This is an optimization exercise on Yosys and OpenROAD, whose aim is small area, not a production implementation.
The RTL was checked by simulation tests, not by an equivalence proof against the original design.

==> flow/design.v (outline; a module is shown in full before it is edited, if it fits) <==
// module grayscale_conv: 3446 lines
// module mac_fa: 4 lines
// module mac_sel3: 3 lines
// module mac_sel2: 3 lines
// module mac_ha: 4 lines
// module filter_fsm: 60 lines
module filter_fsm #(
  parameter width = 12,
  parameter input_width = 8,
  parameter im_dim = 28,
  parameter k_size = 9,  
  parameter k_dim = 3  
  )(
  input  logic                  clk_i,
  input  logic                  reset,
  input  logic [input_width-1:0] pixel_i,
  input  logic                  pix_data_valid,
  output logic           [7:0]  pixel_o,
  output logic                  conv_finished,
  output logic                  finished_image,
  output logic                  read_all_pixels,
  input  logic [107:0] k_val
);
  // ...
==> flow/run.sh <==
#!/bin/bash
# synth_recipe.tcl (not shown) runs the flow's synth.tcl, then flattens the netlist and writes it again
# the make line also repeats each setting of config.mk as NAME=value (left out here)
make -C /OpenROAD-flow-scripts/flow DESIGN_CONFIG=/design/flow/config.mk WORK_HOME=/design/flow/orfs CLKGATE_MAP_FILE= SYNTH_SCRIPT=/design/flow/synth_recipe.tcl finish
==> flow/config.mk <==
export PLATFORM = sky130hd
export DESIGN_NAME = filter_fsm
export DESIGN_NICKNAME = filter_fsm
export VERILOG_FILES = /design/flow/design.v
export SDC_FILE = /design/flow/constraint.sdc
export NUM_CORES = 4
export LEC_CHECK = 0
export CAP_MARGIN = 20
export CORE_MARGIN = 2
export CORE_UTILIZATION = 40
export SLEW_MARGIN = 20
export SYNTH_HIERARCHICAL = 1
==> flow/constraint.sdc <==
create_clock -name core_clock -period 13.0 [get_ports {clk_i}]
set_input_delay 2.6000 -clock core_clock [delete_from_list [all_inputs] [get_ports {clk_i}]]
set_output_delay 2.6000 -clock core_clock [all_outputs]
set_load 0.01 [all_outputs]
==> run_results.csv, run 1 <==
group,metric,value,unit
routing,top_layer,"met5",
setup_path,cp_slowest_cell,"a222oi_1",
logic_synthesis,async_reset_ff_frac,0.02479,
setup_path,crit_cells,25,
routing,vias,20392,
clocking,cts_htree_levels,2,
clocking,numClockSinks,484,
setup_path,slowest_delay,690,ps
logic_synthesis,synth_nets,2771,
logic_synthesis,ys_seq_area_frac,0.3364,
setup_path,rrSetupSlack,2150,ps
clocking,cts_tree,"built",
layout,layout.cells.non_filler,3212,
run_status,status,"complete, no violations",
grt,grt_pass1_vias,20825,
grt,met2_usage,0.5111,
routing,route.detailed.drc,0,
clocking,clockRootBuffer,"clkbuf_16",
layout,largest_class,"multi-input gates",
setup_path,reg2reg_depth,25,
layout,drive_gt1_frac,0.08481,
layout,regArea,0.009749,mm²
layout,largest_register_ffs,464,
setup_path,crit_end,"pixel_o[4]",
placed_design,place_area,0.03181,mm²
timing,min_period_over_period,0.8345,
run,drv_cap,0,
timing,slew_headroom,0.1416,
layout,fin_area,0.03348,mm²
placed_design,gp_congestion,1.053,
layout,mostFrequentLayoutCell,"fa_1",
logic_synthesis,ys_types,42,
floorplan,io-pin-count,130,
==> inputs of run 2 (changes only) <==
==> flow/flow/run.sh (new file) <==
#!/bin/bash
# The standard layout (standard.sh, the standard flow's own ORFS run), with two changes:
# - the port buffers that global placement inserts are the smallest buffer
#   cell (buf_1) instead of the delay-cell buffers buffer_ports picks itself;
# - clock tree synthesis adds no dummy loads.
# The make output goes to flow_make.log here; each ORFS step keeps its own
# log under orfs/logs/.
set -euo pipefail
export BUFFER_PORTS_ARGS="-buffer_cell sky130_fd_sc_hd__buf_1"
export CTS_ARGS="-sink_clustering_enable -repair_clock_nets -dont_use_dummy_load"
bash standard.sh > flow_make.log 2>&1
==> flow/standard.sh (new file) <==
#!/bin/bash
# synth_recipe.tcl (not shown) runs the flow's synth.tcl, then flattens the netlist and writes it again
# the make line also repeats each setting of config.mk as NAME=value (left out here)
make -C /OpenROAD-flow-scripts/flow DESIGN_CONFIG=/design/flow/config.mk WORK_HOME=/design/flow/orfs CLKGATE_MAP_FILE= SYNTH_SCRIPT=/design/flow/synth_recipe.tcl "${@:-finish}"
--- a/flow/config.mk
+++ b/flow/config.mk
@@ -7,6 +7,10 @@
 export LEC_CHECK = 0
 export CAP_MARGIN = 20
+export CELL_PAD_IN_SITES_DETAIL_PLACEMENT = 1
+export CELL_PAD_IN_SITES_GLOBAL_PLACEMENT = 1
 export CORE_MARGIN = 2
 export CORE_UTILIZATION = 40
+export GPL_TIMING_DRIVEN = 0
+export PLACE_DENSITY = 0.5
 export SLEW_MARGIN = 20
 export SYNTH_HIERARCHICAL = 1
removed: flow/run.sh
==> run 2 against run 1 <==
Count of clock-buffer cells in the layout down 13. Non-clock buffer count is 53 lower. Cell count is 3.1% lower. Utilization is 2.3 points lower. Synthesized area unchanged. Register-to-register slack got worse by 300 ps. Design area is 4.9% lower. Clock skew rose by 8.8 ps. Maximum frequency decreased by 2.7%. Critical path type unchanged. Largest cell class unchanged.
==> run_results.csv, run 2 <==
group,metric,value,unit
setup_path,crit_type,"reg2reg",
logic_synthesis,synth.yosys.warnings,8,
layout,fin_nets,2943,
logic_synthesis,synth-edff-count,0,
clocking,cts_buffers,48,
floorplan,die_h,273.2,µm
clocking,clk_pin_slew_worst_paths,60,ps
placed_design,pre_cts_slack,1958,ps
logic_synthesis,syn-cell-area,0.02898,mm²
timing,slew_headroom,0.1015,
setup_path,path_max_fanout,15,
grt,grt.total_usage,0.3292,
setup_path,arrival,11570,ps
routing,avgViaCountPerCell,6.465,
grt,antenna_found_initial,5,
logic_synthesis,avgSynthCellArea,14.56,µm²
timing,setup-tns-final,0,ps
layout,regMostFlops,"sr",
grt,grt_pass1_vias,21386,
run_status,status,"complete, no violations",
timing,min_period_over_period,0.8576,
setup_path,start_kind,"flip-flop",
logic_synthesis,synth_area_leaders,"fa_1, dfxtp_1, a222oi_1",
timing,timing.fmax,89.70,MHz
timing,drv_slew,0,
layout,area.growth.synth_to_final,9.847,%
logic_synthesis,ys_seq_elements,484,
logic_synthesis,async_reset_ff_frac,0.02479,
floorplan,io-pin-count,130,
grt,grt_pass1_wl,167900,µm
logic_synthesis,ys_types,42,
clocking,numClockSinks,484,
routing,drt-initial-drc-count,4319,
placed_design,port_buffers,120,
layout,final_cell_mix,"fa_1, dfxtp_1, a222oi_1, nand2_1, and2_1",
timing,finClkSkew,42.64,ps
setup_path,cpMostUsedCell,"fa_1",
timing,worstMarginPinSlew,1348,ps
clocking,clk_latency,590,ps
timing,period_needed,11150,ps
clocking,cts_htree_levels,2,
logic_synthesis,ys_seq_area_frac,0.3364,
setup_path,crit_buf_inv,0,
floorplan,core,0.07161,mm²
grt,grt-ovfl-total,0,
grt,grt_max_degree,16,
routing,vias,20114,
routing,first_pass_iters,15,
logic_synthesis,synthFlopType,"dfxtp_1",
placed_design,gp_congestion,1.013,
setup_path,path_delay_family,"adder cells",
run,drv_cap,0,
logic_synthesis,synth_most_common_cell,"fa_1",
setup_path,slowest_delay,1120,ps
floorplan,chipWidth,273.2,µm
logic_synthesis,syn_inst,1990,
setup_path,path_cells,"ha_1, fa_1, fa_1, fa_1, fa_1, fa_1, fa_1, a222oi_1, fa_1, fa_1, fa_1, fa_1, fa_1, fa_1, fa_1, fa_1, fa_1, fa_1, fa_1, ha_1, nand4_2, nor4_2, a22o_2, a211oi_1",
clocking,postCtsHoldBufs,0,
floorplan,start_util,0.4047,
layout,largestRegisters,"sr (464), pixel_o (8)",
timing,hold_violations,0,
logic_synthesis,synth_nets,2771,
placed_design,place_area,0.03063,mm²
hold_path,worstHoldPathType,"reg2reg",
layout,largest_register_ffs,464,
logic_synthesis,synth_commonest_cells,"fa_1, dfxtp_1, a222oi_1",
placed_design,place_hpwl,100900,µm
layout,drive_gt1_frac,0.04907,
routing,routed_wl,121400,µm
logic_synthesis,synth_top_area_cell,"fa_1",
clocking,post_cts_buffers,0,
layout,mostFrequentLayoutCell,"fa_1",
setup_path,worstPathRequired,13420,ps
routing,ant_nets,0,
clocking,cts_resized,0,
logic_synthesis,synth_top_area_frac,0.4269,
clocking,cts_tree,"built",
routing,wl_per_cell,39.03,µm
floorplan,dieArea,0.07463,mm²
clocking,cts.path.max_buffers,3,
timing,rsz0062_at_grt,"no",
clocking,clockRootBuffer,"clkbuf_16",
timing,worst_slack,1851,ps
setup_path,cp_slowest_cell,"a222oi_1",
timing,finalSetupViolCount,0,
floorplan,std_cell_rows,98,
layout,fin_area,0.03184,mm²
routing,route.detailed.drc,0,
setup_path,critPathCaptureType,"flip-flop",
-- run 2: cell counts after synthesis --
Identical to the previous run, type by type.
-- run 2: cell type report --
type                       count  area (µm²)
inverter                      36       135.1
fill                        7224       39770
multi-input combinational   1460       19060
timing repair buffer         122       460.4
tap                          950        1189
antenna                        1       2.502
sequential                   484        9751
clock buffer                  48        1201
buffer                        10       42.54
-- run 2: cells by family (layout without fill, tap and decap cells) --
logic type,after synthesis,count (layout),share of synthesized area
XOR/XNOR,7,7,0.002115
multiplexers,3,3,0.001122
adder cells (fa/ha/maj),662,662,0.4459
AND/OR/NAND/NOR,403,403,0.07404
other,1,2,0.0001294
buffers and inverters,46,216,0.006130
AO/OA/AOI/OAI,384,384,0.1342
flip-flops,484,484,0.3364
-- run 2: final timing paths --
path                          from            end  slack, ps  cells after the start
hold / removal             sr[328]        sr[336]        300                      0
hold reg to reg            sr[328]        sr[336]        300                      0
max in group asynchronous    reset         row[4]      10600                      2
min in group asynchronous    reset  conv_finished       2050                      2
setup / recovery           sr[449]     pixel_o[3]       1850                     24
setup reg to reg           sr[449]     pixel_o[3]       1850                     24
-- run 2: Yosys stat by module, one instance, submodules excluded --
module / cells inside / copies in the design
filter_fsm: 535 / 1
grayscale_conv: 459 / 1
mac_fa: 1 / 617
mac_ha: 1 / 19
mac_sel2: 1 / 45
mac_sel3: 1 / 315
-- run 2: metal layers --
layer | GRT usage | wire length, µm
met4 | 0.1565 | 6861
met2 | 0.5111 | 55680
met3 | 0.04912 | 10870
met1 | 0.4558 | 48010
met5 | 0 | 13
-- run 2: metrics by stage --
step	utilization	cells	hold WS [ps]
floorplan	-	1990	309.6
global placement	0.4276	3060	309.7
detailed placement	0.4278	3062	313.2
CTS	0.4446	3110	300.0
global route	0.4446	3110	295.3
finish	0.4446	3111	297.2
==> inputs of run 3 (changes only) <==
==> flow/flow/run.sh (replaced) <==
#!/bin/bash
# The standard layout (standard.sh, the standard flow's own ORFS run), with two changes:
# - the port buffers that global placement inserts are the smallest buffer
#   cell (buf_1) instead of the delay-cell buffers buffer_ports picks itself;
# - clock tree synthesis adds no dummy loads and clusters up to 30 sinks
#   per leaf buffer.
# The make output goes to flow_make.log here; each ORFS step keeps its own
# log under orfs/logs/.
set -euo pipefail
export BUFFER_PORTS_ARGS="-buffer_cell sky130_fd_sc_hd__buf_1"
export CTS_ARGS="-sink_clustering_enable -repair_clock_nets -dont_use_dummy_load -sink_clustering_size 30 -sink_clustering_max_diameter 120"
bash standard.sh > flow_make.log 2>&1
==> run 3 against run 2 <==
Global-route usage decreased by 0.45 points. Design area decreased by 2.0%. Maximum frequency decreased by 0.15%. Die area unchanged. Utilization decreased by 0.90 points. Count of clock-buffer cells in the layout decreased by 26. Highest routed layer unchanged.
==> run_results.csv, run 3 <==
group,metric,value,unit
routing,drt-initial-drc-count,4219,
logic_synthesis,synth_top_area_cell,"fa_1",
layout,regMostFlops,"sr",
clocking,clockRootBuffer,"clkbuf_16",
logic_synthesis,synth_commonest_cells,"fa_1, dfxtp_1, a222oi_1",
routing,first_pass_iters,14,
timing,finClkSkew,47.01,ps
routing,vias,19812,
logic_synthesis,synth_most_common_cell,"fa_1",
grt,grt-ovfl-total,0,
placed_design,gp_congestion,1.013,
logic_synthesis,synth.yosys.warnings,8,
timing,worstMarginPinSlew,1329,ps
logic_synthesis,synth_top_family_by_area,"adder cells",
clocking,cts_buffers,22,
grt,grt_pass1_vias,21116,
setup_path,critPathCaptureType,"flip-flop",
setup_path,path_max_fanout,15,
logic_synthesis,synth_area_leaders,"fa_1, dfxtp_1, a222oi_1",
logic_synthesis,ys_seq_elements,484,
logic_synthesis,synthFlopType,"dfxtp_1",
placed_design,pre_cts_slack,1958,ps
routing,route.detailed.drc,0,
run,drv_cap,0,
timing,slew_headroom,0.1143,
layout,fin_area,0.03119,mm²
clocking,cts_tree,"built",
clocking,cts_htree_levels,1,
layout,largestRegisters,"sr (464), pixel_o (8)",
grt,antenna_found_initial,5,
timing,hold_violations,0,
logic_synthesis,ys_seq_area_frac,0.3364,
setup_path,worstPathRequired,13420,ps
logic_synthesis,synth_compound_area_frac,0.1342,
logic_synthesis,syn_inst,1990,
setup_path,start_kind,"flip-flop",
clocking,numClockSinks,484,
timing,whs,317.7,ps
routing,ant_nets,0,
floorplan,core,0.07161,mm²
placed_design,place_hpwl,100900,µm
grt,grt.total_usage,0.3247,
clocking,post_cts_buffers,0,
layout,mostFrequentLayoutCell,"fa_1",
logic_synthesis,synth_xor_area_frac,0.002115,
grt,grt_pass1_wl,165900,µm
clocking,clk_latency,590,ps
floorplan,die_h,273.2,µm
grt,grt_max_degree,31,
timing,rsz0062_at_grt,"no",
logic_synthesis,synthAdderAreaFrac,0.4459,
run_status,status,"complete, no violations",
floorplan,dieArea,0.07463,mm²
logic_synthesis,syn-cell-area,0.02898,mm²
logic_synthesis,synth_nets,2771,
layout,fin_nets,2917,
logic_synthesis,synth-edff-count,0,
setup_path,crit_type,"reg2reg",
timing,period_needed,11170,ps
routing,wl_per_cell,38.90,µm
logic_synthesis,ys_types,42,
setup_path,arrival,11580,ps
floorplan,io-pin-count,130,
logic_synthesis,synth-simple-area-share,0.07404,
timing,finalSetupViolCount,0,
timing,timing.fmax,89.56,MHz
routing,routed_wl,120100,µm
floorplan,chipWidth,273.2,µm
layout,largest_register_ffs,464,
logic_synthesis,synth_top_area_frac,0.4269,
clocking,postCtsHoldBufs,0,
layout,area.growth.synth_to_final,7.620,%
floorplan,start_util,0.4047,
logic_synthesis,synthMuxAreaShare,0.001122,
placed_design,place_area,0.03063,mm²
routing,avgViaCountPerCell,6.418,
logic_synthesis,avgSynthCellArea,14.56,µm²
timing,worst_slack,1835,ps
timing,min_period_over_period,0.8589,
hold_path,worstHoldPathType,"reg2reg",
layout,drive_gt1_frac,0.03749,
timing,drv_slew,0,
clocking,cts_resized,0,
layout,final_cell_mix,"fa_1, dfxtp_1, a222oi_1, nand2_1, and2_1",
timing,setup-tns-final,0,ps
floorplan,std_cell_rows,98,
placed_design,port_buffers,120,
clocking,cts.path.max_buffers,3,
logic_synthesis,async_reset_ff_frac,0.02479,
clocking,clk_pin_slew_worst_paths,110,ps
run 3: cell type report:
class                      instances  area (µm²)
clock buffer                      22       550.5
fill                            7269       40420
buffer                            10       42.54
inverter                          36       135.1
antenna                            3       7.507
timing repair buffer             122       460.4
tap                              950        1189
multi-input combinational       1460       19060
sequential                       484        9751
run 3: path summary, 6_finish.rpt:
kind	cells after the start	startpoint	to	slack, ps
worst min-delay path	0	sr[177]	sr[185]	320
max in group asynchronous	2	reset	col[2]	10630
min in group asynchronous	2	reset	conv_finished	2000
worst min register to register	0	sr[177]	sr[185]	320
worst max register to register	24	sr[449]	pixel_o[2]	1830
worst max-delay path	24	sr[449]	pixel_o[2]	1830
run 3: through the flow:
step / std cells / utilization
after global routing: 3084 / 0.4355
final: 3087 / 0.4356
after global placement: 3060 / 0.4276
after detailed placement: 3062 / 0.4278
after floorplan: 1990 / -
after CTS: 3084 / 0.4355
run 3: per-module statistics from Yosys (local to each module, per instance):
module | flip-flops and latches | cells inside
mac_fa | 0 | 1
filter_fsm | 484 | 535
mac_ha | 0 | 1
mac_sel3 | 0 | 1
mac_sel2 | 0 | 1
grayscale_conv | 0 | 459
run 3: critical path, cell delays in order (launching register included):
cell and delay, ps:
dfxtp_1 610, ha_1 370, fa_1 400, fa_1 390, fa_1 400, fa_1 390
fa_1 400, fa_1 550, a222oi_1 1110, fa_1 610, fa_1 500, fa_1 480
fa_1 430, fa_1 460, fa_1 520, fa_1 440, fa_1 410, fa_1 390
fa_1 390, fa_1 380, ha_1 330, nand4_2 180, nor4_2 380, a22o_2 340
a211oi_1 130
run 3: cell families after synthesis:
logic type	after synthesis
XOR/XNOR	7
adder cells (fa/ha/maj)	662
other	1
buffers and inverters	46
AND/OR/NAND/NOR	403
multiplexers	3
AO/OA/AOI/OAI	384
flip-flops	484
run 3: layer usage:
metal | vias to the layer above | wire length (µm) | global-route usage
li1 | 7693 | - | -
met1 | 10632 | 47730 | 0.4463
met2 | 1258 | 55240 | 0.5095
met3 | 225 | 10430 | 0.05167
met4 | 4 | 6659 | 0.1452
met5 | - | 23 | 0

[re-timing with driven ports]
Ports are ideal in the flow. The routed layouts listed here were re-timed in OpenROAD.
Step 1: set_driving_cell puts a clkbuf_16 on clk_i and a buf_2 on each other input, an assumption about the parent block.
Step 2 also shifts input and output timing later by t, the mid clock arrival at the registers, as if the neighbouring blocks saw the same clock.
Three values: ideal ports, drivers, drivers and shift; two values: the first two.
| run | shift t [ns] | setup slack, ns | slew at the worst register clock pin (ns) | worst slew at a driven data input, ns |
|---|---|---|---|---|
| run 1 | 0.662 | 2.152 / 2.152 / 1.927 | 0.08 / 0.08 | 0.07 |
| run 2 | 0.635 | 1.851 / 1.851 / 1.810 | 0.06 / 0.06 | 0.08 |
| run 3 | 0.631 | 1.835 / 1.835 / 1.756 | 0.11 / 0.11 | 0.09 |
After both steps every run listed still meets setup and hold. For run 1, which loses most, drivers alone change the setup slack by 0.000 ns; drivers and shift together by -0.225 ns.
